Source: an optimization exercise on an open RTL-to-GDS flow (aim: small area, a short achievable clock period and few clock cycles per item). Production flows keep margins and buffers that such runs may drop.
No functional check of the RTL was part of any run shown here.
Power and IR drop assume default switching activity.

### flow/config.mk
export PLATFORM = sky130hd
export DESIGN_NAME = complex_multiplier
export DESIGN_NICKNAME = complex_multiplier
export VERILOG_FILES = /design/flow/design.v
export SDC_FILE = /design/flow/constraint.sdc
export NUM_CORES = 4
export LEC_CHECK = 0
export CAP_MARGIN = 20
export CORE_MARGIN = 2
export CORE_UTILIZATION = 40
export SETUP_SLACK_MARGIN = 5
export SLEW_MARGIN = 20
export SYNTH_HIERARCHICAL = 1
export SYNTH_MINIMUM_KEEP_SIZE = 0
### flow/constraint.sdc
create_clock -name core_clock -period 10.0 [get_ports {clk}]
set_input_delay 2.0000 -clock core_clock [delete_from_list [all_inputs] [get_ports {clk}]]
set_output_delay 2.0000 -clock core_clock [all_outputs]
set_load 0.01 [all_outputs]
### flow/design.v
`default_nettype none
`timescale 1ns / 1ps
module cm_mul (input wire [15:0] x, input wire [15:0] y,
               output wire [14:0] a, output wire [14:0] b, output wire cl, output wire sgn);
    wire pp0_0;
    wire pp0_1;
    wire pp0_2;
    wire pp0_3;
    wire pp0_4;
    wire pp0_5;
    wire pp0_6;
    wire pp0_7;
    wire pp0_8;
    wire pp0_9;
    wire pp0_10;
    wire pp0_11;
    wire pp0_12;
    wire pp0_13;
    wire pp0_14;
    wire pp0_15;
    wire pp1_0;
    wire pp1_1;
    wire pp1_2;
    wire pp1_3;
    wire pp1_4;
    wire pp1_5;
    wire pp1_6;
    wire pp1_7;
    wire pp1_8;
    wire pp1_9;
    wire pp1_10;
    wire pp1_11;
    wire pp1_12;
    wire pp1_13;
    wire pp1_14;
    wire pp1_15;
    wire pp2_0;
    wire pp2_1;
    wire pp2_2;
    wire pp2_3;
    wire pp2_4;
    wire pp2_5;
    wire pp2_6;
    wire pp2_7;
    wire pp2_8;
    wire pp2_9;
    wire pp2_10;
    wire pp2_11;
    wire pp2_12;
    wire pp2_13;
    wire pp2_14;
    wire pp2_15;
    wire pp3_0;
    wire pp3_1;
    wire pp3_2;
    wire pp3_3;
    wire pp3_4;
    wire pp3_5;
    wire pp3_6;
    wire pp3_7;
    wire pp3_8;
    wire pp3_9;
    wire pp3_10;
    wire pp3_11;
    wire pp3_12;
    wire pp3_13;
    wire pp3_14;
    wire pp3_15;
    wire pp4_0;
    wire pp4_1;
    wire pp4_2;
    wire pp4_3;
    wire pp4_4;
    wire pp4_5;
    wire pp4_6;
    wire pp4_7;
    wire pp4_8;
    wire pp4_9;
    wire pp4_10;
    wire pp4_11;
    wire pp4_12;
    wire pp4_13;
    wire pp4_14;
    wire pp4_15;
    wire pp5_0;
    wire pp5_1;
    wire pp5_2;
    wire pp5_3;
    wire pp5_4;
    wire pp5_5;
    wire pp5_6;
    wire pp5_7;
    wire pp5_8;
    wire pp5_9;
    wire pp5_10;
    wire pp5_11;
    wire pp5_12;
    wire pp5_13;
    wire pp5_14;
    wire pp5_15;
    wire pp6_0;
    wire pp6_1;
    wire pp6_2;
    wire pp6_3;
    wire pp6_4;
    wire pp6_5;
    wire pp6_6;
    wire pp6_7;
    wire pp6_8;
    wire pp6_9;
    wire pp6_10;
    wire pp6_11;
    wire pp6_12;
    wire pp6_13;
    wire pp6_14;
    wire pp6_15;
    wire pp7_0;
    wire pp7_1;
    wire pp7_2;
    wire pp7_3;
    wire pp7_4;
    wire pp7_5;
    wire pp7_6;
    wire pp7_7;
    wire pp7_8;
    wire pp7_9;
    wire pp7_10;
    wire pp7_11;
    wire pp7_12;
    wire pp7_13;
    wire pp7_14;
    wire pp7_15;
    wire pp8_0;
    wire pp8_1;
    wire pp8_2;
    wire pp8_3;
    wire pp8_4;
    wire pp8_5;
    wire pp8_6;
    wire pp8_7;
    wire pp8_8;
    wire pp8_9;
    wire pp8_10;
    wire pp8_11;
    wire pp8_12;
    wire pp8_13;
    wire pp8_14;
    wire pp8_15;
    wire pp9_0;
    wire pp9_1;
    wire pp9_2;
    wire pp9_3;
    wire pp9_4;
    wire pp9_5;
    wire pp9_6;
    wire pp9_7;
    wire pp9_8;
    wire pp9_9;
    wire pp9_10;
    wire pp9_11;
    wire pp9_12;
    wire pp9_13;
    wire pp9_14;
    wire pp9_15;
    wire pp10_0;
    wire pp10_1;
    wire pp10_2;
    wire pp10_3;
    wire pp10_4;
    wire pp10_5;
    wire pp10_6;
    wire pp10_7;
    wire pp10_8;
    wire pp10_9;
    wire pp10_10;
    wire pp10_11;
    wire pp10_12;
    wire pp10_13;
    wire pp10_14;
    wire pp10_15;
    wire pp11_0;
    wire pp11_1;
    wire pp11_2;
    wire pp11_3;
    wire pp11_4;
    wire pp11_5;
    wire pp11_6;
    wire pp11_7;
    wire pp11_8;
    wire pp11_9;
    wire pp11_10;
    wire pp11_11;
    wire pp11_12;
    wire pp11_13;
    wire pp11_14;
    wire pp11_15;
    wire pp12_0;
    wire pp12_1;
    wire pp12_2;
    wire pp12_3;
    wire pp12_4;
    wire pp12_5;
    wire pp12_6;
    wire pp12_7;
    wire pp12_8;
    wire pp12_9;
    wire pp12_10;
    wire pp12_11;
    wire pp12_12;
    wire pp12_13;
    wire pp12_14;
    wire pp12_15;
    wire pp13_0;
    wire pp13_1;
    wire pp13_2;
    wire pp13_3;
    wire pp13_4;
    wire pp13_5;
    wire pp13_6;
    wire pp13_7;
    wire pp13_8;
    wire pp13_9;
    wire pp13_10;
    wire pp13_11;
    wire pp13_12;
    wire pp13_13;
    wire pp13_14;
    wire pp14_0;
    wire pp14_1;
    wire pp14_2;
    wire pp14_3;
    wire pp14_4;
    wire pp14_5;
    wire pp14_6;
    wire pp14_7;
    wire pp14_8;
    wire pp14_9;
    wire pp14_10;
    wire pp14_11;
    wire pp14_12;
    wire pp14_13;
    wire pp15_0;
    wire pp15_1;
    wire pp15_2;
    wire pp15_3;
    wire pp15_4;
    wire pp15_5;
    wire pp15_6;
    wire pp15_7;
    wire pp15_8;
    wire pp15_9;
    wire pp15_10;
    wire pp15_11;
    wire pp15_12;
    wire s1;
    wire c2;
    wire s3;
    wire c4;
    wire s5;
    wire c6;
    wire s7;
    wire c8;
    wire s9;
    wire c10;
    wire s11;
    wire c12;
    wire s13;
    wire c14;
    wire s15;
    wire c16;
    wire s17;
    wire c18;
    wire s19;
    wire c20;
    wire s21;
    wire c22;
    wire s23;
    wire c24;
    wire s25;
    wire c26;
    wire s27;
    wire c28;
    wire s29;
    wire c30;
    wire s31;
    wire c32;
    wire s33;
    wire c34;
    wire s35;
    wire c36;
    wire s37;
    wire c38;
    wire s39;
    wire c40;
    wire s41;
    wire c42;
    wire s43;
    wire c44;
    wire s45;
    wire c46;
    wire s47;
    wire c48;
    wire s49;
    wire c50;
    wire s51;
    wire c52;
    wire s53;
    wire c54;
    wire s55;
    wire c56;
    wire s57;
    wire c58;
    wire s59;
    wire c60;
    wire s61;
    wire c62;
    wire s63;
    wire c64;
    wire s65;
    wire c66;
    wire s67;
    wire c68;
    wire s69;
    wire c70;
    wire s71;
    wire c72;
    wire s73;
    wire c74;
    wire s75;
    wire c76;
    wire s77;
    wire c78;
    wire s79;
    wire c80;
    wire s81;
    wire c82;
    wire s83;
    wire c84;
    wire s85;
    wire c86;
    wire s87;
    wire c88;
    wire s89;
    wire c90;
    wire s91;
    wire c92;
    wire s93;
    wire c94;
    wire s95;
    wire c96;
    wire s97;
    wire c98;
    wire s99;
    wire c100;
    wire s101;
    wire c102;
    wire s103;
    wire c104;
    wire s105;
    wire c106;
    wire s107;
    wire c108;
    wire s109;
    wire c110;
    wire s111;
    wire c112;
    wire s113;
    wire c114;
    wire s115;
    wire c116;
    wire s117;
    wire c118;
    wire s119;
    wire c120;
    wire s121;
    wire c122;
    wire s123;
    wire c124;
    wire s125;
    wire c126;
    wire s127;
    wire c128;
    wire s129;
    wire c130;
    wire s131;
    wire c132;
    wire s133;
    wire c134;
    wire s135;
    wire c136;
    wire s137;
    wire c138;
    wire s139;
    wire c140;
    wire s141;
    wire c142;
    wire s143;
    wire c144;
    wire s145;
    wire c146;
    wire s147;
    wire c148;
    wire s149;
    wire c150;
    wire s151;
    wire c152;
    wire s153;
    wire c154;
    wire s155;
    wire c156;
    wire s157;
    wire c158;
    wire s159;
    wire c160;
    wire s161;
    wire c162;
    wire s163;
    wire c164;
    wire s165;
    wire c166;
    wire s167;
    wire c168;
    wire s169;
    wire c170;
    wire s171;
    wire c172;
    wire s173;
    wire c174;
    wire s175;
    wire c176;
    wire s177;
    wire c178;
    wire s179;
    wire c180;
    wire s181;
    wire c182;
    wire s183;
    wire c184;
    wire s185;
    wire c186;
    wire s187;
    wire c188;
    wire s189;
    wire c190;
    wire s191;
    wire c192;
    wire s193;
    wire c194;
    wire s195;
    wire c196;
    wire s197;
    wire c198;
    wire s199;
    wire c200;
    wire s201;
    wire c202;
    wire s203;
    wire c204;
    wire s205;
    wire c206;
    wire s207;
    wire c208;
    wire s209;
    wire c210;
    wire s211;
    wire c212;
    wire s213;
    wire c214;
    wire s215;
    wire c216;
    wire s217;
    wire c218;
    wire s219;
    wire c220;
    wire s221;
    wire c222;
    wire s223;
    wire c224;
    wire s225;
    wire c226;
    wire s227;
    wire c228;
    wire s229;
    wire c230;
    wire s231;
    wire c232;
    wire s233;
    wire c234;
    wire s235;
    wire c236;
    wire s237;
    wire c238;
    wire s239;
    wire c240;
    wire s241;
    wire c242;
    wire s243;
    wire c244;
    wire s245;
    wire c246;
    wire s247;
    wire c248;
    wire s249;
    wire c250;
    wire s251;
    wire c252;
    wire s253;
    wire c254;
    wire s255;
    wire c256;
    wire s257;
    wire c258;
    wire s259;
    wire c260;
    wire s261;
    wire c262;
    wire s263;
    wire c264;
    wire s265;
    wire c266;
    wire s267;
    wire c268;
    wire s269;
    wire c270;
    wire s271;
    wire c272;
    wire s273;
    wire c274;
    wire s275;
    wire c276;
    wire s277;
    wire c278;
    wire s279;
    wire c280;
    wire s281;
    wire c282;
    wire s283;
    wire c284;
    wire s285;
    wire c286;
    wire s287;
    wire c288;
    wire s289;
    wire c290;
    wire s291;
    wire c292;
    wire s293;
    wire c294;
    wire s295;
    wire c296;
    wire s297;
    wire c298;
    wire s299;
    wire c300;
    wire s301;
    wire c302;
    wire s303;
    wire c304;
    wire s305;
    wire c306;
    wire s307;
    wire c308;
    wire s309;
    wire c310;
    wire s311;
    wire c312;
    wire s313;
    wire c314;
    wire s315;
    wire c316;
    wire s317;
    wire c318;
    wire s319;
    wire c320;
    wire s321;
    wire c322;
    wire s323;
    wire c324;
    wire s325;
    wire c326;
    wire s327;
    wire c328;
    wire s329;
    wire c330;
    wire s331;
    wire c332;
    wire s333;
    wire c334;
    wire s335;
    wire c336;
    wire s337;
    wire c338;
    wire s339;
    wire c340;
    wire s341;
    wire c342;
    wire s343;
    wire c344;
    wire s345;
    wire c346;
    wire s347;
    wire c348;
    wire s349;
    wire c350;
    wire s351;
    wire c352;
    wire s353;
    wire c354;
    wire s355;
    wire c356;
    wire s357;
    wire c358;
    wire s359;
    wire c360;
    wire s361;
    wire c362;
    wire s363;
    wire c364;
    wire s365;
    wire c366;
    wire s367;
    wire c368;
    wire s369;
    wire c370;
    wire s371;
    wire c372;
    wire s373;
    wire c374;
    wire s375;
    wire c376;
    wire s377;
    wire c378;
    wire s379;
    wire c380;
    wire s381;
    wire c382;
    wire s383;
    wire c384;
    wire s385;
    wire c386;
    wire s387;
    wire c388;
    wire s389;
    wire c390;
    wire s391;
    wire c392;
    wire s393;
    wire c394;
    wire s395;
    wire c396;
    wire s397;
    wire c398;
    wire s399;
    wire c400;
    wire s401;
    wire c402;
    wire s403;
    wire c404;
    wire s405;
    wire c406;
    wire s407;
    wire c408;
    wire s409;
    wire c410;
    wire s411;
    wire c412;
    wire s413;
    wire c414;
    assign pp0_0 = ~(x[0] & y[0]);
    assign pp0_1 = ~(x[0] & y[1]);
    assign pp0_2 = ~(x[0] & y[2]);
    assign pp0_3 = ~(x[0] & y[3]);
    assign pp0_4 = ~(x[0] & y[4]);
    assign pp0_5 = ~(x[0] & y[5]);
    assign pp0_6 = ~(x[0] & y[6]);
    assign pp0_7 = ~(x[0] & y[7]);
    assign pp0_8 = ~(x[0] & y[8]);
    assign pp0_9 = ~(x[0] & y[9]);
    assign pp0_10 = ~(x[0] & y[10]);
    assign pp0_11 = ~(x[0] & y[11]);
    assign pp0_12 = ~(x[0] & y[12]);
    assign pp0_13 = ~(x[0] & y[13]);
    assign pp0_14 = ~(x[0] & y[14]);
    assign pp0_15 = x[0] & y[15];
    assign pp1_0 = ~(x[1] & y[0]);
    assign pp1_1 = ~(x[1] & y[1]);
    assign pp1_2 = ~(x[1] & y[2]);
    assign pp1_3 = ~(x[1] & y[3]);
    assign pp1_4 = ~(x[1] & y[4]);
    assign pp1_5 = ~(x[1] & y[5]);
    assign pp1_6 = ~(x[1] & y[6]);
    assign pp1_7 = ~(x[1] & y[7]);
    assign pp1_8 = ~(x[1] & y[8]);
    assign pp1_9 = ~(x[1] & y[9]);
    assign pp1_10 = ~(x[1] & y[10]);
    assign pp1_11 = ~(x[1] & y[11]);
    assign pp1_12 = ~(x[1] & y[12]);
    assign pp1_13 = ~(x[1] & y[13]);
    assign pp1_14 = ~(x[1] & y[14]);
    assign pp1_15 = x[1] & y[15];
    assign pp2_0 = ~(x[2] & y[0]);
    assign pp2_1 = ~(x[2] & y[1]);
    assign pp2_2 = ~(x[2] & y[2]);
    assign pp2_3 = ~(x[2] & y[3]);
    assign pp2_4 = ~(x[2] & y[4]);
    assign pp2_5 = ~(x[2] & y[5]);
    assign pp2_6 = ~(x[2] & y[6]);
    assign pp2_7 = ~(x[2] & y[7]);
    assign pp2_8 = ~(x[2] & y[8]);
    assign pp2_9 = ~(x[2] & y[9]);
    assign pp2_10 = ~(x[2] & y[10]);
    assign pp2_11 = ~(x[2] & y[11]);
    assign pp2_12 = ~(x[2] & y[12]);
    assign pp2_13 = ~(x[2] & y[13]);
    assign pp2_14 = ~(x[2] & y[14]);
    assign pp2_15 = x[2] & y[15];
    assign pp3_0 = ~(x[3] & y[0]);
    assign pp3_1 = ~(x[3] & y[1]);
    assign pp3_2 = ~(x[3] & y[2]);
    assign pp3_3 = ~(x[3] & y[3]);
    assign pp3_4 = ~(x[3] & y[4]);
    assign pp3_5 = ~(x[3] & y[5]);
    assign pp3_6 = ~(x[3] & y[6]);
    assign pp3_7 = ~(x[3] & y[7]);
    assign pp3_8 = ~(x[3] & y[8]);
    assign pp3_9 = ~(x[3] & y[9]);
    assign pp3_10 = ~(x[3] & y[10]);
    assign pp3_11 = ~(x[3] & y[11]);
    assign pp3_12 = ~(x[3] & y[12]);
    assign pp3_13 = ~(x[3] & y[13]);
    assign pp3_14 = ~(x[3] & y[14]);
    assign pp3_15 = x[3] & y[15];
    assign pp4_0 = ~(x[4] & y[0]);
    assign pp4_1 = ~(x[4] & y[1]);
    assign pp4_2 = ~(x[4] & y[2]);
    assign pp4_3 = ~(x[4] & y[3]);
    assign pp4_4 = ~(x[4] & y[4]);
    assign pp4_5 = ~(x[4] & y[5]);
    assign pp4_6 = ~(x[4] & y[6]);
    assign pp4_7 = ~(x[4] & y[7]);
    assign pp4_8 = ~(x[4] & y[8]);
    assign pp4_9 = ~(x[4] & y[9]);
    assign pp4_10 = ~(x[4] & y[10]);
    assign pp4_11 = ~(x[4] & y[11]);
    assign pp4_12 = ~(x[4] & y[12]);
    assign pp4_13 = ~(x[4] & y[13]);
    assign pp4_14 = ~(x[4] & y[14]);
    assign pp4_15 = x[4] & y[15];
    assign pp5_0 = ~(x[5] & y[0]);
    assign pp5_1 = ~(x[5] & y[1]);
    assign pp5_2 = ~(x[5] & y[2]);
    assign pp5_3 = ~(x[5] & y[3]);
    assign pp5_4 = ~(x[5] & y[4]);
    assign pp5_5 = ~(x[5] & y[5]);
    assign pp5_6 = ~(x[5] & y[6]);
    assign pp5_7 = ~(x[5] & y[7]);
    assign pp5_8 = ~(x[5] & y[8]);
    assign pp5_9 = ~(x[5] & y[9]);
    assign pp5_10 = ~(x[5] & y[10]);
    assign pp5_11 = ~(x[5] & y[11]);
    assign pp5_12 = ~(x[5] & y[12]);
    assign pp5_13 = ~(x[5] & y[13]);
    assign pp5_14 = ~(x[5] & y[14]);
    assign pp5_15 = x[5] & y[15];
    assign pp6_0 = ~(x[6] & y[0]);
    assign pp6_1 = ~(x[6] & y[1]);
    assign pp6_2 = ~(x[6] & y[2]);
    assign pp6_3 = ~(x[6] & y[3]);
    assign pp6_4 = ~(x[6] & y[4]);
    assign pp6_5 = ~(x[6] & y[5]);
    assign pp6_6 = ~(x[6] & y[6]);
    assign pp6_7 = ~(x[6] & y[7]);
    assign pp6_8 = ~(x[6] & y[8]);
    assign pp6_9 = ~(x[6] & y[9]);
    assign pp6_10 = ~(x[6] & y[10]);
    assign pp6_11 = ~(x[6] & y[11]);
    assign pp6_12 = ~(x[6] & y[12]);
    assign pp6_13 = ~(x[6] & y[13]);
    assign pp6_14 = ~(x[6] & y[14]);
    assign pp6_15 = x[6] & y[15];
    assign pp7_0 = ~(x[7] & y[0]);
    assign pp7_1 = ~(x[7] & y[1]);
    assign pp7_2 = ~(x[7] & y[2]);
    assign pp7_3 = ~(x[7] & y[3]);
    assign pp7_4 = ~(x[7] & y[4]);
    assign pp7_5 = ~(x[7] & y[5]);
    assign pp7_6 = ~(x[7] & y[6]);
    assign pp7_7 = ~(x[7] & y[7]);
    assign pp7_8 = ~(x[7] & y[8]);
    assign pp7_9 = ~(x[7] & y[9]);
    assign pp7_10 = ~(x[7] & y[10]);
    assign pp7_11 = ~(x[7] & y[11]);
    assign pp7_12 = ~(x[7] & y[12]);
    assign pp7_13 = ~(x[7] & y[13]);
    assign pp7_14 = ~(x[7] & y[14]);
    assign pp7_15 = x[7] & y[15];
    assign pp8_0 = ~(x[8] & y[0]);
    assign pp8_1 = ~(x[8] & y[1]);
    assign pp8_2 = ~(x[8] & y[2]);
    assign pp8_3 = ~(x[8] & y[3]);
    assign pp8_4 = ~(x[8] & y[4]);
    assign pp8_5 = ~(x[8] & y[5]);
    assign pp8_6 = ~(x[8] & y[6]);
    assign pp8_7 = ~(x[8] & y[7]);
    assign pp8_8 = ~(x[8] & y[8]);
    assign pp8_9 = ~(x[8] & y[9]);
    assign pp8_10 = ~(x[8] & y[10]);
    assign pp8_11 = ~(x[8] & y[11]);
    assign pp8_12 = ~(x[8] & y[12]);
    assign pp8_13 = ~(x[8] & y[13]);
    assign pp8_14 = ~(x[8] & y[14]);
    assign pp8_15 = x[8] & y[15];
    assign pp9_0 = ~(x[9] & y[0]);
    assign pp9_1 = ~(x[9] & y[1]);
    assign pp9_2 = ~(x[9] & y[2]);
    assign pp9_3 = ~(x[9] & y[3]);
    assign pp9_4 = ~(x[9] & y[4]);
    assign pp9_5 = ~(x[9] & y[5]);
    assign pp9_6 = ~(x[9] & y[6]);
    assign pp9_7 = ~(x[9] & y[7]);
    assign pp9_8 = ~(x[9] & y[8]);
    assign pp9_9 = ~(x[9] & y[9]);
    assign pp9_10 = ~(x[9] & y[10]);
    assign pp9_11 = ~(x[9] & y[11]);
    assign pp9_12 = ~(x[9] & y[12]);
    assign pp9_13 = ~(x[9] & y[13]);
    assign pp9_14 = ~(x[9] & y[14]);
    assign pp9_15 = x[9] & y[15];
    assign pp10_0 = ~(x[10] & y[0]);
    assign pp10_1 = ~(x[10] & y[1]);
    assign pp10_2 = ~(x[10] & y[2]);
    assign pp10_3 = ~(x[10] & y[3]);
    assign pp10_4 = ~(x[10] & y[4]);
    assign pp10_5 = ~(x[10] & y[5]);
    assign pp10_6 = ~(x[10] & y[6]);
    assign pp10_7 = ~(x[10] & y[7]);
    assign pp10_8 = ~(x[10] & y[8]);
    assign pp10_9 = ~(x[10] & y[9]);
    assign pp10_10 = ~(x[10] & y[10]);
    assign pp10_11 = ~(x[10] & y[11]);
    assign pp10_12 = ~(x[10] & y[12]);
    assign pp10_13 = ~(x[10] & y[13]);
    assign pp10_14 = ~(x[10] & y[14]);
    assign pp10_15 = x[10] & y[15];
    assign pp11_0 = ~(x[11] & y[0]);
    assign pp11_1 = ~(x[11] & y[1]);
    assign pp11_2 = ~(x[11] & y[2]);
    assign pp11_3 = ~(x[11] & y[3]);
    assign pp11_4 = ~(x[11] & y[4]);
    assign pp11_5 = ~(x[11] & y[5]);
    assign pp11_6 = ~(x[11] & y[6]);
    assign pp11_7 = ~(x[11] & y[7]);
    assign pp11_8 = ~(x[11] & y[8]);
    assign pp11_9 = ~(x[11] & y[9]);
    assign pp11_10 = ~(x[11] & y[10]);
    assign pp11_11 = ~(x[11] & y[11]);
    assign pp11_12 = ~(x[11] & y[12]);
    assign pp11_13 = ~(x[11] & y[13]);
    assign pp11_14 = ~(x[11] & y[14]);
    assign pp11_15 = x[11] & y[15];
    assign pp12_0 = ~(x[12] & y[0]);
    assign pp12_1 = ~(x[12] & y[1]);
    assign pp12_2 = ~(x[12] & y[2]);
    assign pp12_3 = ~(x[12] & y[3]);
    assign pp12_4 = ~(x[12] & y[4]);
    assign pp12_5 = ~(x[12] & y[5]);
    assign pp12_6 = ~(x[12] & y[6]);
    assign pp12_7 = ~(x[12] & y[7]);
    assign pp12_8 = ~(x[12] & y[8]);
    assign pp12_9 = ~(x[12] & y[9]);
    assign pp12_10 = ~(x[12] & y[10]);
    assign pp12_11 = ~(x[12] & y[11]);
    assign pp12_12 = ~(x[12] & y[12]);
    assign pp12_13 = ~(x[12] & y[13]);
    assign pp12_14 = ~(x[12] & y[14]);
    assign pp12_15 = x[12] & y[15];
    assign pp13_0 = ~(x[13] & y[0]);
    assign pp13_1 = ~(x[13] & y[1]);
    assign pp13_2 = ~(x[13] & y[2]);
    assign pp13_3 = ~(x[13] & y[3]);
    assign pp13_4 = ~(x[13] & y[4]);
    assign pp13_5 = ~(x[13] & y[5]);
    assign pp13_6 = ~(x[13] & y[6]);
    assign pp13_7 = ~(x[13] & y[7]);
    assign pp13_8 = ~(x[13] & y[8]);
    assign pp13_9 = ~(x[13] & y[9]);
    assign pp13_10 = ~(x[13] & y[10]);
    assign pp13_11 = ~(x[13] & y[11]);
    assign pp13_12 = ~(x[13] & y[12]);
    assign pp13_13 = ~(x[13] & y[13]);
    assign pp13_14 = ~(x[13] & y[14]);
    assign pp14_0 = ~(x[14] & y[0]);
    assign pp14_1 = ~(x[14] & y[1]);
    assign pp14_2 = ~(x[14] & y[2]);
    assign pp14_3 = ~(x[14] & y[3]);
    assign pp14_4 = ~(x[14] & y[4]);
    assign pp14_5 = ~(x[14] & y[5]);
    assign pp14_6 = ~(x[14] & y[6]);
    assign pp14_7 = ~(x[14] & y[7]);
    assign pp14_8 = ~(x[14] & y[8]);
    assign pp14_9 = ~(x[14] & y[9]);
    assign pp14_10 = ~(x[14] & y[10]);
    assign pp14_11 = ~(x[14] & y[11]);
    assign pp14_12 = ~(x[14] & y[12]);
    assign pp14_13 = ~(x[14] & y[13]);
    assign pp15_0 = x[15] & y[0];
    assign pp15_1 = x[15] & y[1];
    assign pp15_2 = x[15] & y[2];
    assign pp15_3 = x[15] & y[3];
    assign pp15_4 = x[15] & y[4];
    assign pp15_5 = x[15] & y[5];
    assign pp15_6 = x[15] & y[6];
    assign pp15_7 = x[15] & y[7];
    assign pp15_8 = x[15] & y[8];
    assign pp15_9 = x[15] & y[9];
    assign pp15_10 = x[15] & y[10];
    assign pp15_11 = x[15] & y[11];
    assign pp15_12 = x[15] & y[12];
    cm_hai u_s1 (.an(pp0_13), .bn(pp1_12), .sn(s1), .con(c2));
    cm_fa u_s3 (.a(pp0_14), .b(pp1_13), .ci(pp2_12), .s(s3), .co(c4));
    cm_hai u_s5 (.an(pp3_11), .bn(pp4_10), .sn(s5), .con(c6));
    cm_fa u_s7 (.a(pp0_15), .b(pp1_14), .ci(pp2_13), .s(s7), .co(c8));
    cm_fa u_s9 (.a(pp3_12), .b(pp4_11), .ci(pp5_10), .s(s9), .co(c10));
    cm_hai u_s11 (.an(pp6_9), .bn(pp7_8), .sn(s11), .con(c12));
    cm_fa u_s13 (.a(pp1_15), .b(pp2_14), .ci(pp3_13), .s(s13), .co(c14));
    cm_fa u_s15 (.a(pp4_12), .b(pp5_11), .ci(pp6_10), .s(s15), .co(c16));
    cm_fa u_s17 (.a(pp7_9), .b(pp8_8), .ci(pp9_7), .s(s17), .co(c18));
    cm_fa u_s19 (.a(pp2_15), .b(pp3_14), .ci(pp4_13), .s(s19), .co(c20));
    cm_fa u_s21 (.a(pp5_12), .b(pp6_11), .ci(pp7_10), .s(s21), .co(c22));
    cm_fa u_s23 (.a(pp3_15), .b(pp4_14), .ci(pp5_13), .s(s23), .co(c24));
    cm_hai u_s25 (.an(pp0_9), .bn(pp1_8), .sn(s25), .con(c26));
    cm_fa u_s27 (.a(pp0_10), .b(pp1_9), .ci(pp2_8), .s(s27), .co(c28));
    cm_hai u_s29 (.an(pp3_7), .bn(pp4_6), .sn(s29), .con(c30));
    cm_fa u_s31 (.a(pp0_11), .b(pp1_10), .ci(pp2_9), .s(s31), .co(c32));
    cm_fa u_s33 (.a(pp3_8), .b(pp4_7), .ci(pp5_6), .s(s33), .co(c34));
    cm_hai u_s35 (.an(pp6_5), .bn(pp7_4), .sn(s35), .con(c36));
    cm_fa u_s37 (.a(pp0_12), .b(pp1_11), .ci(pp2_10), .s(s37), .co(c38));
    cm_fa u_s39 (.a(pp3_9), .b(pp4_8), .ci(pp5_7), .s(s39), .co(c40));
    cm_fa u_s41 (.a(pp6_6), .b(pp7_5), .ci(pp8_4), .s(s41), .co(c42));
    cm_hai u_s43 (.an(pp9_3), .bn(pp10_2), .sn(s43), .con(c44));
    cm_fa u_s45 (.a(s1), .b(pp2_11), .ci(pp3_10), .s(s45), .co(c46));
    cm_fa u_s47 (.a(pp4_9), .b(pp5_8), .ci(pp6_7), .s(s47), .co(c48));
    cm_fa u_s49 (.a(pp7_6), .b(pp8_5), .ci(pp9_4), .s(s49), .co(c50));
    cm_fa u_s51 (.a(pp10_3), .b(pp11_2), .ci(pp12_1), .s(s51), .co(c52));
    cm_fa u_s53 (.a(s3), .b(s5), .ci(pp5_9), .s(s53), .co(c54));
    cm_fa u_s55 (.a(pp6_8), .b(pp7_7), .ci(pp8_6), .s(s55), .co(c56));
    cm_fa u_s57 (.a(pp9_5), .b(pp10_4), .ci(pp11_3), .s(s57), .co(c58));
    cm_fa u_s59 (.a(pp12_2), .b(pp13_1), .ci(pp14_0), .s(s59), .co(c60));
    cm_fa u_s61 (.a(s7), .b(s9), .ci(s11), .s(s61), .co(c62));
    cm_fa u_s63 (.a(pp8_7), .b(pp9_6), .ci(pp10_5), .s(s63), .co(c64));
    cm_fa u_s65 (.a(pp11_4), .b(pp12_3), .ci(pp13_2), .s(s65), .co(c66));
    cm_fa u_s67 (.a(pp14_1), .b(pp15_0), .ci(c4), .s(s67), .co(c68));
    cm_fa u_s69 (.a(s13), .b(s15), .ci(s17), .s(s69), .co(c70));
    cm_fa u_s71 (.a(pp10_6), .b(pp11_5), .ci(pp12_4), .s(s71), .co(c72));
    cm_fa u_s73 (.a(pp13_3), .b(pp14_2), .ci(pp15_1), .s(s73), .co(c74));
    assign s75 = c8 ^ c10;
    assign c76 = c8 & c10;
    cm_fa u_s77 (.a(s19), .b(s21), .ci(pp8_9), .s(s77), .co(c78));
    cm_fa u_s79 (.a(pp9_8), .b(pp10_7), .ci(pp11_6), .s(s79), .co(c80));
    cm_fa u_s81 (.a(pp12_5), .b(pp13_4), .ci(pp14_3), .s(s81), .co(c82));
    cm_fa u_s83 (.a(pp15_2), .b(c14), .ci(c16), .s(s83), .co(c84));
    cm_fa u_s85 (.a(s23), .b(pp6_12), .ci(pp7_11), .s(s85), .co(c86));
    cm_fa u_s87 (.a(pp8_10), .b(pp9_9), .ci(pp10_8), .s(s87), .co(c88));
    cm_fa u_s89 (.a(pp11_7), .b(pp12_6), .ci(pp13_5), .s(s89), .co(c90));
    cm_fa u_s91 (.a(pp14_4), .b(pp15_3), .ci(c20), .s(s91), .co(c92));
    cm_fa u_s93 (.a(pp4_15), .b(pp5_14), .ci(pp6_13), .s(s93), .co(c94));
    cm_fa u_s95 (.a(pp7_12), .b(pp8_11), .ci(pp9_10), .s(s95), .co(c96));
    cm_fa u_s97 (.a(pp10_9), .b(pp11_8), .ci(pp12_7), .s(s97), .co(c98));
    cm_fa u_s99 (.a(pp13_6), .b(pp14_5), .ci(pp15_4), .s(s99), .co(c100));
    cm_fa u_s101 (.a(pp5_15), .b(pp6_14), .ci(pp7_13), .s(s101), .co(c102));
    cm_fa u_s103 (.a(pp8_12), .b(pp9_11), .ci(pp10_10), .s(s103), .co(c104));
    cm_fa u_s105 (.a(pp11_9), .b(pp12_8), .ci(pp13_7), .s(s105), .co(c106));
    cm_fa u_s107 (.a(pp6_15), .b(pp7_14), .ci(pp8_13), .s(s107), .co(c108));
    cm_fa u_s109 (.a(pp9_12), .b(pp10_11), .ci(pp11_10), .s(s109), .co(c110));
    cm_fa u_s111 (.a(pp7_15), .b(pp8_14), .ci(pp9_13), .s(s111), .co(c112));
    cm_hai u_s113 (.an(pp0_6), .bn(pp1_5), .sn(s113), .con(c114));
    cm_fa u_s115 (.a(pp0_7), .b(pp1_6), .ci(pp2_5), .s(s115), .co(c116));
    cm_hai u_s117 (.an(pp3_4), .bn(pp4_3), .sn(s117), .con(c118));
    cm_fa u_s119 (.a(pp0_8), .b(pp1_7), .ci(pp2_6), .s(s119), .co(c120));
    cm_fa u_s121 (.a(pp3_5), .b(pp4_4), .ci(pp5_3), .s(s121), .co(c122));
    cm_hai u_s123 (.an(pp6_2), .bn(pp7_1), .sn(s123), .con(c124));
    cm_fa u_s125 (.a(s25), .b(pp2_7), .ci(pp3_6), .s(s125), .co(c126));
    cm_fa u_s127 (.a(pp4_5), .b(pp5_4), .ci(pp6_3), .s(s127), .co(c128));
    cm_fa u_s129 (.a(pp7_2), .b(pp8_1), .ci(pp9_0), .s(s129), .co(c130));
    cm_fa u_s131 (.a(s27), .b(s29), .ci(pp5_5), .s(s131), .co(c132));
    cm_fa u_s133 (.a(pp6_4), .b(pp7_3), .ci(pp8_2), .s(s133), .co(c134));
    cm_fa u_s135 (.a(pp9_1), .b(pp10_0), .ci(c26), .s(s135), .co(c136));
    cm_fa u_s137 (.a(s31), .b(s33), .ci(s35), .s(s137), .co(c138));
    cm_fa u_s139 (.a(pp8_3), .b(pp9_2), .ci(pp10_1), .s(s139), .co(c140));
    cm_fa u_s141 (.a(pp11_0), .b(c28), .ci(c30), .s(s141), .co(c142));
    cm_fa u_s143 (.a(s37), .b(s39), .ci(s41), .s(s143), .co(c144));
    cm_fa u_s145 (.a(s43), .b(pp11_1), .ci(pp12_0), .s(s145), .co(c146));
    cm_fa u_s147 (.a(c32), .b(c34), .ci(c36), .s(s147), .co(c148));
    cm_fa u_s149 (.a(s45), .b(s47), .ci(s49), .s(s149), .co(c150));
    cm_fa u_s151 (.a(s51), .b(pp13_0), .ci(c38), .s(s151), .co(c152));
    cm_fa u_s153 (.a(c40), .b(c42), .ci(c44), .s(s153), .co(c154));
    cm_fa u_s155 (.a(s53), .b(s55), .ci(s57), .s(s155), .co(c156));
    cm_fa u_s157 (.a(s59), .b(c2), .ci(c46), .s(s157), .co(c158));
    cm_fa u_s159 (.a(c48), .b(c50), .ci(c52), .s(s159), .co(c160));
    cm_fa u_s161 (.a(s61), .b(s63), .ci(s65), .s(s161), .co(c162));
    cm_fa u_s163 (.a(s67), .b(c6), .ci(c54), .s(s163), .co(c164));
    cm_fa u_s165 (.a(c56), .b(c58), .ci(c60), .s(s165), .co(c166));
    cm_fa u_s167 (.a(s69), .b(s71), .ci(s73), .s(s167), .co(c168));
    cm_fa u_s169 (.a(s75), .b(c12), .ci(c62), .s(s169), .co(c170));
    cm_fa u_s171 (.a(c64), .b(c66), .ci(c68), .s(s171), .co(c172));
    cm_fa u_s173 (.a(s77), .b(s79), .ci(s81), .s(s173), .co(c174));
    cm_fa u_s175 (.a(s83), .b(c18), .ci(c70), .s(s175), .co(c176));
    cm_fa u_s177 (.a(c72), .b(c74), .ci(c76), .s(s177), .co(c178));
    cm_fa u_s179 (.a(s85), .b(s87), .ci(s89), .s(s179), .co(c180));
    cm_fa u_s181 (.a(s91), .b(c22), .ci(c78), .s(s181), .co(c182));
    cm_fa u_s183 (.a(c80), .b(c82), .ci(c84), .s(s183), .co(c184));
    cm_fa u_s185 (.a(s93), .b(s95), .ci(s97), .s(s185), .co(c186));
    cm_fa u_s187 (.a(s99), .b(c24), .ci(c86), .s(s187), .co(c188));
    cm_fa u_s189 (.a(c88), .b(c90), .ci(c92), .s(s189), .co(c190));
    cm_fa u_s191 (.a(s101), .b(s103), .ci(s105), .s(s191), .co(c192));
    cm_fa u_s193 (.a(pp14_6), .b(pp15_5), .ci(c94), .s(s193), .co(c194));
    cm_fa u_s195 (.a(c96), .b(c98), .ci(c100), .s(s195), .co(c196));
    cm_fa u_s197 (.a(s107), .b(s109), .ci(pp12_9), .s(s197), .co(c198));
    cm_fa u_s199 (.a(pp13_8), .b(pp14_7), .ci(pp15_6), .s(s199), .co(c200));
    cm_fa u_s201 (.a(c102), .b(c104), .ci(c106), .s(s201), .co(c202));
    cm_fa u_s203 (.a(s111), .b(pp10_12), .ci(pp11_11), .s(s203), .co(c204));
    cm_fa u_s205 (.a(pp12_10), .b(pp13_9), .ci(pp14_8), .s(s205), .co(c206));
    cm_fa u_s207 (.a(pp15_7), .b(c108), .ci(c110), .s(s207), .co(c208));
    cm_fa u_s209 (.a(pp8_15), .b(pp9_14), .ci(pp10_13), .s(s209), .co(c210));
    cm_fa u_s211 (.a(pp11_12), .b(pp12_11), .ci(pp13_10), .s(s211), .co(c212));
    cm_fa u_s213 (.a(pp14_9), .b(pp15_8), .ci(c112), .s(s213), .co(c214));
    cm_fa u_s215 (.a(pp9_15), .b(pp10_14), .ci(pp11_13), .s(s215), .co(c216));
    cm_fa u_s217 (.a(pp12_12), .b(pp13_11), .ci(pp14_10), .s(s217), .co(c218));
    cm_fa u_s219 (.a(pp10_15), .b(pp11_14), .ci(pp12_13), .s(s219), .co(c220));
    cm_hai u_s221 (.an(pp0_4), .bn(pp1_3), .sn(s221), .con(c222));
    cm_fa u_s223 (.a(pp0_5), .b(pp1_4), .ci(pp2_3), .s(s223), .co(c224));
    cm_hai u_s225 (.an(pp3_2), .bn(pp4_1), .sn(s225), .con(c226));
    cm_fa u_s227 (.a(s113), .b(pp2_4), .ci(pp3_3), .s(s227), .co(c228));
    cm_fa u_s229 (.a(pp4_2), .b(pp5_1), .ci(pp6_0), .s(s229), .co(c230));
    cm_fa u_s231 (.a(s115), .b(s117), .ci(pp5_2), .s(s231), .co(c232));
    cm_fa u_s233 (.a(pp6_1), .b(pp7_0), .ci(c114), .s(s233), .co(c234));
    cm_fa u_s235 (.a(s119), .b(s121), .ci(s123), .s(s235), .co(c236));
    cm_fa u_s237 (.a(pp8_0), .b(c116), .ci(c118), .s(s237), .co(c238));
    cm_fa u_s239 (.a(s125), .b(s127), .ci(s129), .s(s239), .co(c240));
    cm_fa u_s241 (.a(c120), .b(c122), .ci(c124), .s(s241), .co(c242));
    cm_fa u_s243 (.a(s131), .b(s133), .ci(s135), .s(s243), .co(c244));
    cm_fa u_s245 (.a(c126), .b(c128), .ci(c130), .s(s245), .co(c246));
    cm_fa u_s247 (.a(s137), .b(s139), .ci(s141), .s(s247), .co(c248));
    cm_fa u_s249 (.a(c132), .b(c134), .ci(c136), .s(s249), .co(c250));
    cm_fa u_s251 (.a(s143), .b(s145), .ci(s147), .s(s251), .co(c252));
    cm_fa u_s253 (.a(c138), .b(c140), .ci(c142), .s(s253), .co(c254));
    cm_fa u_s255 (.a(s149), .b(s151), .ci(s153), .s(s255), .co(c256));
    cm_fa u_s257 (.a(c144), .b(c146), .ci(c148), .s(s257), .co(c258));
    cm_fa u_s259 (.a(s155), .b(s157), .ci(s159), .s(s259), .co(c260));
    cm_fa u_s261 (.a(c150), .b(c152), .ci(c154), .s(s261), .co(c262));
    cm_fa u_s263 (.a(s161), .b(s163), .ci(s165), .s(s263), .co(c264));
    cm_fa u_s265 (.a(c156), .b(c158), .ci(c160), .s(s265), .co(c266));
    cm_fa u_s267 (.a(s167), .b(s169), .ci(s171), .s(s267), .co(c268));
    cm_fa u_s269 (.a(c162), .b(c164), .ci(c166), .s(s269), .co(c270));
    cm_fa u_s271 (.a(s173), .b(s175), .ci(s177), .s(s271), .co(c272));
    cm_fa u_s273 (.a(c168), .b(c170), .ci(c172), .s(s273), .co(c274));
    cm_fa u_s275 (.a(s179), .b(s181), .ci(s183), .s(s275), .co(c276));
    cm_fa u_s277 (.a(c174), .b(c176), .ci(c178), .s(s277), .co(c278));
    cm_fa u_s279 (.a(s185), .b(s187), .ci(s189), .s(s279), .co(c280));
    cm_fa u_s281 (.a(c180), .b(c182), .ci(c184), .s(s281), .co(c282));
    cm_fa u_s283 (.a(s191), .b(s193), .ci(s195), .s(s283), .co(c284));
    cm_fa u_s285 (.a(c186), .b(c188), .ci(c190), .s(s285), .co(c286));
    cm_fa u_s287 (.a(s197), .b(s199), .ci(s201), .s(s287), .co(c288));
    cm_fa u_s289 (.a(c192), .b(c194), .ci(c196), .s(s289), .co(c290));
    cm_fa u_s291 (.a(s203), .b(s205), .ci(s207), .s(s291), .co(c292));
    cm_fa u_s293 (.a(c198), .b(c200), .ci(c202), .s(s293), .co(c294));
    cm_fa u_s295 (.a(s209), .b(s211), .ci(s213), .s(s295), .co(c296));
    cm_fa u_s297 (.a(c204), .b(c206), .ci(c208), .s(s297), .co(c298));
    cm_fa u_s299 (.a(s215), .b(s217), .ci(pp15_9), .s(s299), .co(c300));
    cm_fa u_s301 (.a(c210), .b(c212), .ci(c214), .s(s301), .co(c302));
    cm_fa u_s303 (.a(s219), .b(pp13_12), .ci(pp14_11), .s(s303), .co(c304));
    cm_fa u_s305 (.a(pp15_10), .b(c216), .ci(c218), .s(s305), .co(c306));
    cm_fa u_s307 (.a(pp11_15), .b(pp12_14), .ci(pp13_13), .s(s307), .co(c308));
    cm_fa u_s309 (.a(pp14_12), .b(pp15_11), .ci(c220), .s(s309), .co(c310));
    cm_fa u_s311 (.a(pp12_15), .b(pp13_14), .ci(pp14_13), .s(s311), .co(c312));
    cm_hai u_s313 (.an(pp0_3), .bn(pp1_2), .sn(s313), .con(c314));
    cm_fa u_s315 (.a(s221), .b(pp2_2), .ci(pp3_1), .s(s315), .co(c316));
    cm_fa u_s317 (.a(s223), .b(s225), .ci(pp5_0), .s(s317), .co(c318));
    cm_fa u_s319 (.a(s227), .b(s229), .ci(c224), .s(s319), .co(c320));
    cm_fa u_s321 (.a(s231), .b(s233), .ci(c228), .s(s321), .co(c322));
    cm_fa u_s323 (.a(s235), .b(s237), .ci(c232), .s(s323), .co(c324));
    cm_fa u_s325 (.a(s239), .b(s241), .ci(c236), .s(s325), .co(c326));
    cm_fa u_s327 (.a(s243), .b(s245), .ci(c240), .s(s327), .co(c328));
    cm_fa u_s329 (.a(s247), .b(s249), .ci(c244), .s(s329), .co(c330));
    cm_fa u_s331 (.a(s251), .b(s253), .ci(c248), .s(s331), .co(c332));
    cm_fa u_s333 (.a(s255), .b(s257), .ci(c252), .s(s333), .co(c334));
    cm_fa u_s335 (.a(s259), .b(s261), .ci(c256), .s(s335), .co(c336));
    cm_fa u_s337 (.a(s263), .b(s265), .ci(c260), .s(s337), .co(c338));
    cm_fa u_s339 (.a(s267), .b(s269), .ci(c264), .s(s339), .co(c340));
    cm_fa u_s341 (.a(s271), .b(s273), .ci(c268), .s(s341), .co(c342));
    cm_fa u_s343 (.a(s275), .b(s277), .ci(c272), .s(s343), .co(c344));
    cm_fa u_s345 (.a(s279), .b(s281), .ci(c276), .s(s345), .co(c346));
    cm_fa u_s347 (.a(s283), .b(s285), .ci(c280), .s(s347), .co(c348));
    cm_fa u_s349 (.a(s287), .b(s289), .ci(c284), .s(s349), .co(c350));
    cm_fa u_s351 (.a(s291), .b(s293), .ci(c288), .s(s351), .co(c352));
    cm_fa u_s353 (.a(s295), .b(s297), .ci(c292), .s(s353), .co(c354));
    cm_fa u_s355 (.a(s299), .b(s301), .ci(c296), .s(s355), .co(c356));
    cm_fa u_s357 (.a(s303), .b(s305), .ci(c300), .s(s357), .co(c358));
    cm_fa u_s359 (.a(s307), .b(s309), .ci(c304), .s(s359), .co(c360));
    cm_fa u_s361 (.a(s311), .b(pp15_12), .ci(c308), .s(s361), .co(c362));
    cm_hai u_s363 (.an(pp0_2), .bn(pp1_1), .sn(s363), .con(c364));
    cm_fa u_s365 (.a(s313), .b(pp2_1), .ci(pp3_0), .s(s365), .co(c366));
    cm_fa u_s367 (.a(s315), .b(pp4_0), .ci(c314), .s(s367), .co(c368));
    cm_fa u_s369 (.a(s317), .b(c222), .ci(c316), .s(s369), .co(c370));
    cm_fa u_s371 (.a(s319), .b(c226), .ci(c318), .s(s371), .co(c372));
    cm_fa u_s373 (.a(s321), .b(c230), .ci(c320), .s(s373), .co(c374));
    cm_fa u_s375 (.a(s323), .b(c234), .ci(c322), .s(s375), .co(c376));
    cm_fa u_s377 (.a(s325), .b(c238), .ci(c324), .s(s377), .co(c378));
    cm_fa u_s379 (.a(s327), .b(c242), .ci(c326), .s(s379), .co(c380));
    cm_fa u_s381 (.a(s329), .b(c246), .ci(c328), .s(s381), .co(c382));
    cm_fa u_s383 (.a(s331), .b(c250), .ci(c330), .s(s383), .co(c384));
    cm_fa u_s385 (.a(s333), .b(c254), .ci(c332), .s(s385), .co(c386));
    cm_fa u_s387 (.a(s335), .b(c258), .ci(c334), .s(s387), .co(c388));
    cm_fa u_s389 (.a(s337), .b(c262), .ci(c336), .s(s389), .co(c390));
    cm_fa u_s391 (.a(s339), .b(c266), .ci(c338), .s(s391), .co(c392));
    cm_fa u_s393 (.a(s341), .b(c270), .ci(c340), .s(s393), .co(c394));
    cm_fa u_s395 (.a(s343), .b(c274), .ci(c342), .s(s395), .co(c396));
    cm_fa u_s397 (.a(s345), .b(c278), .ci(c344), .s(s397), .co(c398));
    cm_fa u_s399 (.a(s347), .b(c282), .ci(c346), .s(s399), .co(c400));
    cm_fa u_s401 (.a(s349), .b(c286), .ci(c348), .s(s401), .co(c402));
    cm_fa u_s403 (.a(s351), .b(c290), .ci(c350), .s(s403), .co(c404));
    cm_fa u_s405 (.a(s353), .b(c294), .ci(c352), .s(s405), .co(c406));
    cm_fa u_s407 (.a(s355), .b(c298), .ci(c354), .s(s407), .co(c408));
    cm_fa u_s409 (.a(s357), .b(c302), .ci(c356), .s(s409), .co(c410));
    cm_fa u_s411 (.a(s359), .b(c306), .ci(c358), .s(s411), .co(c412));
    cm_fa u_s413 (.a(s361), .b(c310), .ci(c360), .s(s413), .co(c414));
    wire [27:0] ra = {s413, s411, s409, s407, s405, s403, s401, s399, s397, s395, s393, s391, s389, s387, s385, s383, s381, s379, s377, s375, s373, s371, s369, s367, s365, s363, pp0_1, pp0_0};
    wire [27:0] rb = {c412, c410, c408, c406, c404, c402, c400, c398, c396, c394, c392, c390, c388, c386, c384, c382, c380, c378, c376, c374, c372, c370, c368, c366, c364, pp2_0, pp1_0, 1'b1};
    wire [27:0] nsum = ra + rb + 1'b1;
    wire [27:0] sum = ~nsum;
    wire [13:0] lo = ra[12:0] + rb[12:0] + 1'b1;
    assign cl = lo[13];
    assign a = ra[27:13];
    assign b = rb[27:13];
    assign sgn = (x[15] ^ y[15]) & (|x) & (|y);
endmodule
module cm_fa (input wire a, input wire b, input wire ci, output wire s, output wire co);
    assign s = a ^ b ^ ci;
    assign co = (a & b) | (a & ci) | (b & ci);
endmodule
module cm_ha (input wire a, input wire b, output wire s, output wire co);
    assign s = a ^ b;
    assign co = a & b;
endmodule
module cm_hai (input wire an, input wire bn, output wire sn, output wire con);
    assign sn = ~(an ^ bn);
    assign con = an | bn;
endmodule
`default_nettype none
`timescale 1ns / 1ps
module complex_multiplier
#(
    parameter INTEGER_WIDTH = 3,
    parameter FRACTIONAL_WIDTH = 13
)
(
    input  wire                                          clk,
    input  wire                                          rst_n,
    input  wire                                          input_a_tvalid,
    output wire                                          input_a_tready,
    input  wire [2*(INTEGER_WIDTH+FRACTIONAL_WIDTH)-1:0] input_a_tdata,
    input  wire                                          input_b_tvalid,
    output wire                                          input_b_tready,
    input  wire [2*(INTEGER_WIDTH+FRACTIONAL_WIDTH)-1:0] input_b_tdata,
    output reg                                           output_prod_tvalid,
    input  wire                                          output_prod_tready,
    output wire [2*(INTEGER_WIDTH+FRACTIONAL_WIDTH)-1:0] output_prod_tdata
);
    reg         v0, v1, q1v;
    reg  [15:0] ar, ai, br, bi;
    reg  [31:0] q0, q1;
    wire take = output_prod_tready;                     
    wire en1  = ~v1 | ~q1v | take;                      
    wire en0  = ~v0 | en1;
    wire rdy  = ~(v0 & v1 & q1v);
    assign input_a_tready = rdy;
    assign input_b_tready = rdy;
    assign output_prod_tdata = q0;
    wire fire = input_a_tvalid & input_b_tvalid & rdy;
    wire mv1  = v1 & en1;                               
    always @(posedge clk) begin
        if (!rst_n) begin
            v0 <= 1'b0;
            v1 <= 1'b0;
            output_prod_tvalid <= 1'b0;
            q1v <= 1'b0;
        end else begin
            if (en0) v0 <= fire;
            if (en1) v1 <= v0;
            if (~output_prod_tvalid | take)
                output_prod_tvalid <= q1v | mv1;
            if (q1v) begin
                if (take) q1v <= mv1;
            end else begin
                q1v <= mv1 & output_prod_tvalid & ~take;
            end
        end
    end
    wire [14:0] m_a0, m_a1, m_a2, m_a3;
    wire [14:0] m_b0, m_b1, m_b2, m_b3;
    wire [3:0]  m_c, m_s;
    reg  [14:0] c_a0, c_a1, c_a2, c_a3;
    reg  [14:0] c_b0, c_b1, c_b2, c_b3;
    reg  [3:0]  c_c, c_s;
    cm_mul mul_rr1 (.x(ar), .y(br), .a(m_a0), .b(m_b0), .cl(m_c[0]), .sgn(m_s[0]));
    cm_mul mul_rr2 (.x(ai), .y(bi), .a(m_a1), .b(m_b1), .cl(m_c[1]), .sgn(m_s[1]));
    cm_mul mul_ri1 (.x(ar), .y(bi), .a(m_a2), .b(m_b2), .cl(m_c[2]), .sgn(m_s[2]));
    cm_mul mul_ri2 (.x(ai), .y(br), .a(m_a3), .b(m_b3), .cl(m_c[3]), .sgn(m_s[3]));
    wire [14:0] g0 = c_a0 + c_b0 + c_c[0];
    wire [14:0] g1 = c_a1 + c_b1 + c_c[1];
    wire [14:0] g2 = c_a2 + c_b2 + c_c[2];
    wire [14:0] g3 = c_a3 + c_b3 + c_c[3];
    wire [15:0] d_re = {1'b0, g1} - {1'b0, g0};
    wire [15:0] s_im = {1'b0, g2} + {1'b0, g3} + 16'd1;
    wire [15:0] prod_real = {d_re[15] ^ c_s[0] ^ c_s[1], d_re[14:0]};
    wire [15:0] prod_imag = {~s_im[15] ^ c_s[2] ^ c_s[3], ~s_im[14:0]};
    always @(posedge clk) begin
        if (en0) begin
            ar <= input_a_tdata[15:0];
            ai <= input_a_tdata[31:16];
            br <= input_b_tdata[15:0];
            bi <= input_b_tdata[31:16];
        end
        if (en1) begin
            c_a0 <= m_a0;
            c_a1 <= m_a1;
            c_a2 <= m_a2;
            c_a3 <= m_a3;
            c_b0 <= m_b0;
            c_b1 <= m_b1;
            c_b2 <= m_b2;
            c_b3 <= m_b3;
            c_c <= m_c;
            c_s <= m_s;
        end
        if (~output_prod_tvalid | take)
            q0 <= q1v ? q1 : {prod_imag, prod_real};
        if (~q1v | take)
            q1 <= {prod_imag, prod_real};
    end
endmodule
### flow/run.sh
#!/bin/bash
# synth_recipe.tcl (not shown) runs the flow's synth.tcl, then flattens the netlist and writes it again
# the make line also repeats each setting of config.mk as NAME=value (left out here)
make -C /OpenROAD-flow-scripts/flow DESIGN_CONFIG=/design/flow/config.mk WORK_HOME=/design/flow/orfs CLKGATE_MAP_FILE= SYNTH_SCRIPT=/design/flow/synth_recipe.tcl finish
==> results.ini, run 1 <==
[power]
pwr_density_cell_nw_per_um2 = 406
switching_share_pct = 46.4
peakVddDrop_v = 0.000332
seqPwrFrac_pct = 17.0
leakage_uw = 0.0151
switching_power_uw = 7330
combinationalPowerShare_pct = 75.0
clkPwrFrac_pct = 8.0
internal_power_uw = 8460

[finish]
layout_commonest_cell = nand2_1
area_growth_pct = 6.35
drive_gt1_share_pct = 4.97
num-nets-final = 4347
final_cell_mix = 918 x nand2_1, 778 x fa_1, 266 x inv_1

[clock_tree]
cts_tree = built
cts_num_sinks = 260
htreeDepth = 2
clkTransAtPathRegs_ns = 0.07
cts_buffers = 36
holdBufCountCts = 0
postCtsResizedCells = 0
postCtsSetupBuffers = 0
insertion_delay_ns = 0.57
root_buffer = clkbuf_16
max-clock-path-buffers = 3

[sta]
grt_setup_unrepaired = false
setup_violations = 0
fmax_ghz = 0.214
hold_ws_ns = 0.474
drv_slew = 0
skew_ns = 0.0195
period_minus_slack_ns = 4.67
fin_tns_setup_ns = 0
tightest_slew_ns = 0.995
slew-limit-headroom_pct = 33.7
finalCritPeriodShare_pct = 46.7
setup_ws_ns = 5.33
finalHoldViolCount = 0

[critical_path]
crit_slowest_cell = fa_1
worstPathCellList = buf_4 -> nand2_1 -> fa_1 -> fa_1 -> fa_1 -> fa_1 -> fa_1 -> ha_1 -> a21o_1 -> a21o_1 -> a21oi_1 -> o21ai_1
start_kind = register
max_stage_delay_ns = 0.53
crit_type = register to register
critPathTopFamily = adder cells
critical_path.max_fanout = 34
critPathRequiredTime_ns = 10.30
cpMostUsedCell = fa_1
critical_path_buf_inv_count = 1
crit_arrival_ns = 4.98
end_kind = register

[route]
viasPerCell = 5.48
finalWirelength_um = 99900
num_vias = 24800
ant_nets = 0
drc_errors = 0
first_iter_violations = 1781
post_drt_wl_per_cell_um = 22.1
first_pass_iters = 5

[yosys]
synth_ff_type = edfxtp_1
syn_area_um2 = 36600
synth_nets = 4503
syn_area_per_cell_um2 = 10.6
ys_types = 70
synth_seq_area_share_pct = 21.2
synthArstFlopShare_pct = 0
ys_seq_elements = 260
syn_inst = 3470
synth-edff-count = 256
yosysWarnings = 7
synth_top_cell_area_share_pct = 42.5
synthTopCellsByArea = fa_1 43%, edfxtp_1 21%, nand2_1 9.4%
yosysTopAreaCell = fa_1

[worst_hold_path]
worst_hold_path_type = register to register

[die]
start_util_pct = 40.5
dieWidth_um = 307
ios = 104
row_count = 110
die_h_um = 307
die-area_um2 = 94000
coreArea_um2 = 90400

[placement]
io_buffers = 103
pre_cts_ws_ns = 5.31
gp_congestion = 0.856
dp_hpwl_um = 68200

[global_routing]
antenna_found_initial = 4
grt_pass1_vias = 27000
grt_pass1_wl_um = 160000
grt_use_total_pct = 22.1
overflow = 0
grt_max_degree = 67

[run_status]
status = no timing/DRC/antenna violations

[flow_run]
max-cap-violations = 0

## cell usage after synthesis, types with 11 or more instances
| cell | count |
|---|---|
| a211oi_1 | 19 |
| a21o_1 | 27 |
| a21oi_1 | 65 |
| and2_1 | 108 |
| and3_1 | 24 |
| buf_4 | 122 |
| clkbuf_1 | 233 |
| edfxtp_1 | 256 |
| fa_1 | 778 |
| ha_1 | 186 |
| inv_1 | 266 |
| mux2_2 | 21 |
| nand2_1 | 918 |
| nand2b_1 | 11 |
| nand3_1 | 16 |
| nand4_1 | 18 |
| nor2_1 | 54 |
| nor2b_1 | 11 |
| nor3_1 | 25 |
| nor4_1 | 38 |
| o21a_1 | 23 |
| o21ai_0 | 46 |
| xnor2_1 | 40 |
| xor2_1 | 26 |
## sequential cells by signal, indices dropped and copies added (netlist names), 16 cells and up
| signal | cells |
|---|---|
| ai | 16 |
| ar | 16 |
| bi | 16 |
| br | 16 |
| q0 | 32 |
| q1 | 32 |
## per-stage QoR
step | instances | area [um^2] | util, % | total power, uW
global route | 4518 | 38900 | 43.1 | 17500
finish | 4520 | 38900 | 43.1 | 15800
global placement | 4452 | 37800 | 41.8 | 14300
floorplan | 3470 | 36600 | - | 12600
detailed placement | 4452 | 37800 | 41.8 | 14500
CTS | 4518 | 38900 | 43.1 | 15900
## final cells by class
cell class	instances	area (um^2)
Sequential cell	260	7770
Multi-Input combinational cell	2575	26000
Clock inverter	26	221
Fill cell	8421	51500
Timing Repair Buffer	175	1570
Antenna cell	2	5.00
Inverter	266	998
Tap cell	1176	1470
Clock buffer	40	916
## power by group through the flow
stage	combinational, uW	sequential [uW]	clock (uW)
2_1_floorplan	9900	2700	0
3_3_place_gp	11600	2700	0
3_5_place_dp	11800	2710	0
4_1_cts	11900	2690	1300
5_1_grt	13400	2730	1340
6_report	11800	2680	1260
## modules after synthesis, one instance, submodules excluded
module	cells inside	flip-flops and latches	times used
cm_fa	1	0	768
cm_hai	5	0	56
cm_mul	374	0	4
complex_multiplier	926	260	1
## layer usage
metal / share of wire, % / track usage, % / up-vias
li1: - / - / 10600
met3: 8.9 / 4.63 / 189
met5: 0.034 / 0 / -
met1: 42 / 30.6 / 12900
met2: 46 / 35.4 / 1114
met4: 2.7 / 6.33 / 4
## final timing paths
kind	cells after the start	end	slack (ns)	from
hold / removal	2	v1	0.47	v0
hold reg to reg	2	v1	0.47	v0
setup / recovery	12	c_c[3]	5.33	br[9]
setup reg to reg	12	c_c[3]	5.33	br[9]
## cell families after synthesis
group	count (synthesis)	share of synthesized area, %
AND/OR/NAND/NOR	1253	14.8
AO/OA/AOI/OAI	269	5.00
buffers and inverters	635	7.82
multiplexers	23	0.714
flip-flops	260	21.2
adder cells (fa/ha/maj)	964	48.9
XOR/XNOR	66	1.58
## worst reg2reg max path: cells and delay by family (launching register included)
family                   cells  cell delay [ns]
adder cells (fa/ha/maj)      6             2.90
AO/OA/AOI/OAI                4             0.58
buffers and inverters        1             0.43
flip-flops                   1             0.32
AND/OR/NAND/NOR              1             0.18
==> run 2, diff against run 1 <==
--- a/flow/config.mk
+++ b/flow/config.mk
@@ -8,5 +8,5 @@
 export CAP_MARGIN = 20
 export CORE_MARGIN = 2
-export CORE_UTILIZATION = 40
+export CORE_UTILIZATION = 25
 export SETUP_SLACK_MARGIN = 5
 export SLEW_MARGIN = 20
==> run 2 against run 1 <==
Final area rose by 3.2%. Critical endpoint is now c_c[2]. Area after synthesis did not move. Sequential cell count did not move. First-iteration DRC count rose by 5.5%. Worst hold slack improved by 0.0015 ns.
==> results.ini, run 2 <==
[sta]
setup_ws_ns = 5.28  ; -0.0470 ns
skew_ns = 0.0218  ; +0.00228 ns
fmax_ghz = 0.212  ; -0.99%
finalHoldViolCount = 0  ; unchanged
hold_ws_ns = 0.475  ; +0.00150 ns
slew-limit-headroom_pct = 30.3  ; -3.4 points
period_minus_slack_ns = 4.72  ; +0.0470 ns
setup_violations = 0  ; unchanged
drv_slew = 0  ; unchanged
tightest_slew_ns = 1.05  ; +0.0514 ns
grt_setup_unrepaired = false
finalCritPeriodShare_pct = 47.2  ; +0.47 points
fin_tns_setup_ns = 0  ; unchanged

[critical_path]
end_kind = register
critPathRequiredTime_ns = 10.32  ; +0.02 ns
crit_arrival_ns = 5.04  ; +0.06 ns
critical_path.max_fanout = 34  ; unchanged
start_kind = register
crit_type = register to register

[die]
dieWidth_um = 387  ; +26%
coreArea_um2 = 146000  ; +61%
ios = 104  ; unchanged
die_h_um = 387  ; +26%
row_count = 140  ; +27%
die-area_um2 = 150000  ; +59%
start_util_pct = 25.1  ; -15 points

[yosys]
syn_area_um2 = 36600  ; unchanged
yosys.cell_count.top_type = nand2_1
synth_nets = 4503  ; unchanged
synthTopCellsByCount = 918 x nand2_1, 778 x fa_1, 266 x inv_1
syn_area_per_cell_um2 = 10.6  ; unchanged
synthArstFlopShare_pct = 0  ; unchanged
yosysWarnings = 7  ; unchanged
synth_top_cell_area_share_pct = 42.5  ; unchanged
synthTopCellsByArea = fa_1 43%, edfxtp_1 21%, nand2_1 9.4%
yosysTopAreaCell = fa_1
synth-edff-count = 256  ; unchanged
ys_seq_elements = 260  ; unchanged
synth_seq_area_share_pct = 21.2  ; unchanged
ys_types = 70  ; unchanged
syn_inst = 3470  ; unchanged
synth_ff_type = edfxtp_1

[finish]
final_cell_mix = 918 x nand2_1, 778 x fa_1, 266 x inv_1
num-nets-final = 4347  ; unchanged
finalNonFillerCells = 5261  ; +16%
area_growth_pct = 9.76
fillCellCount = 15000  ; +78%
drive_gt1_share_pct = 5.17  ; +0.21 points
top_regs = q0: 32 flops, q1: 32 flops
layout_commonest_cell = nand2_1
final_area_um2 = 40200  ; +3.2%

[clock_tree]
postCtsSetupBuffers = 0  ; unchanged
htreeDepth = 2  ; unchanged
holdBufCountCts = 0  ; unchanged
insertion_delay_ns = 0.59  ; +0.02 ns
clkTransAtPathRegs_ns = 0.06  ; about the same
root_buffer = clkbuf_16
cts_num_sinks = 260  ; unchanged
cts_buffers = 38  ; +5.6%
max-clock-path-buffers = 3  ; unchanged
postCtsResizedCells = 0  ; unchanged
cts_tree = built

[run_status]
status = no timing/DRC/antenna violations

[placement]
dp_hpwl_um = 71900  ; +5.6%
io_buffers = 103  ; unchanged
gp_congestion = 0.832  ; -2.8%
dp_cells = 5191  ; +17%
place_area_um2 = 38700  ; +2.4%
pre_cts_ws_ns = 5.28  ; -0.0265 ns

[route]
drc_errors = 0  ; unchanged
post_drt_wl_per_cell_um = 19.8  ; -11%
ant_nets = 0  ; unchanged
first_pass_iters = 5  ; unchanged
viasPerCell = 4.74  ; -14%
num_vias = 25000  ; +0.65%
finalWirelength_um = 104000  ; +4.1%
first_iter_violations = 1879  ; +5.5%

[worst_hold_path]
worst_hold_path_type = register to register

[global_routing]
overflow = 0  ; unchanged
grt_max_degree = 73  ; +9.0%
grt_pass1_wl_um = 165000  ; +3.2%
grt_use_total_pct = 14.1  ; -8.0 points
antenna_found_initial = 9  ; +5
grt_pass1_vias = 27200  ; +0.67%

[power]
peakVddDrop_v = 0.000325  ; -1.9%
pwr_density_cell_nw_per_um2 = 401  ; -1.1%
leakage_uw = 0.0153  ; +1.0%

[flow_run]
max-cap-violations = 0  ; unchanged

[run 2: where the power goes]
group          internal [uW]  leakage (uW)  switching [uW]  total [uW]
registers               2540       0.00269             153        2690
clock network           1020      0.000707             579        1600
logic                   5200        0.0119            6630       11800
total                   8760        0.0153            7360       16100
[run 2: layout make-up]
class / count / area, um^2 / share of cell area, %
Inverter: 266 / 998 / 2.48
Tap cell: 1917 / 2400 / 5.97
Sequential cell: 260 / 7770 / 19.3
Clock buffer: 41 / 972 / 2.42
Timing Repair Buffer: 173 / 1560 / 3.87
Multi-Input combinational cell: 2575 / 26000 / 64.7
Antenna cell: 1 / 2.50 / 0.00623
Clock inverter: 28 / 503 / 1.25
[run 2: path summary, 6_finish.rpt]
check | from | to | slack [ns] | cells after the start
worst max register to register | bi[10] | c_c[2] | 5.28 | 12
worst min-delay path | v0 | v1 | 0.48 | 2
worst max-delay path | bi[10] | c_c[2] | 5.28 | 12
worst min register to register | v0 | v1 | 0.48 | 2
[run 2: critical path: stages, from the launching register on]
cell and delay (ns):
edfxtp_1 0.32, buf_4 0.41, nand2_1 0.15, fa_1 0.53
fa_1 0.54, fa_1 0.55, fa_1 0.53, fa_1 0.49
ha_1 0.30, a21o_1 0.18, a21o_1 0.17, a21oi_1 0.15
o21ai_1 0.12
[run 2: through the flow]
step | util (%) | power [uW]
after floorplan | - | 12600
after global placement | 26.6 | 14300
after detailed placement | 26.6 | 14500
after CTS | 27.6 | 16200
after global routing | 27.6 | 17800
final | 27.6 | 16100
[run 2: per-layer routing]
layer  track usage [%]  up-vias  wire length [um]
li1                  -    10600                 -
met1              19.7    13000             45100
met2              22.1     1130             46500
met3              3.08      170              9490
met4              3.65       16              2680
met5                 0        -                97
[run 2: Yosys stat by module, one instance, submodules excluded]
module,copies in the design,flops+latches,cell area (um^2),cells inside
cm_fa,768,0,20.0,1
cm_hai,56,0,27.5,5
cm_mul,4,0,1770,374
complex_multiplier,1,260,12600,926
[run 2: kinds of logic after synthesis]
logic type	synth area share (%)
adder cells (fa/ha/maj)	48.9
flip-flops	21.2
multiplexers	0.714
buffers and inverters	7.82
XOR/XNOR	1.58
AND/OR/NAND/NOR	14.8
AO/OA/AOI/OAI	5.00

port drivers added, routing unchanged:
No port has a modelled driver above. Below, the same layouts with a new extraction and two added sets of constraints. Step 1: set_driving_cell puts a clkbuf_16 on clk and a buf_2 on each other input, an assumption about the parent block. Step 2 also shifts input and output timing later by t, the mid clock arrival at the registers, as if the neighbouring blocks saw the same clock. Three values: ideal ports, drivers, drivers and shift; two values: the first two.
run | shift t [ns] | setup slack, ns | pins driven straight from the clock port
run 1 | 0.631 | 5.325 / 5.325 / 5.325 | 1
run 2 | 0.641 | 5.278 / 5.278 / 5.278 | 1
After both steps setup and hold are still met in every run listed.
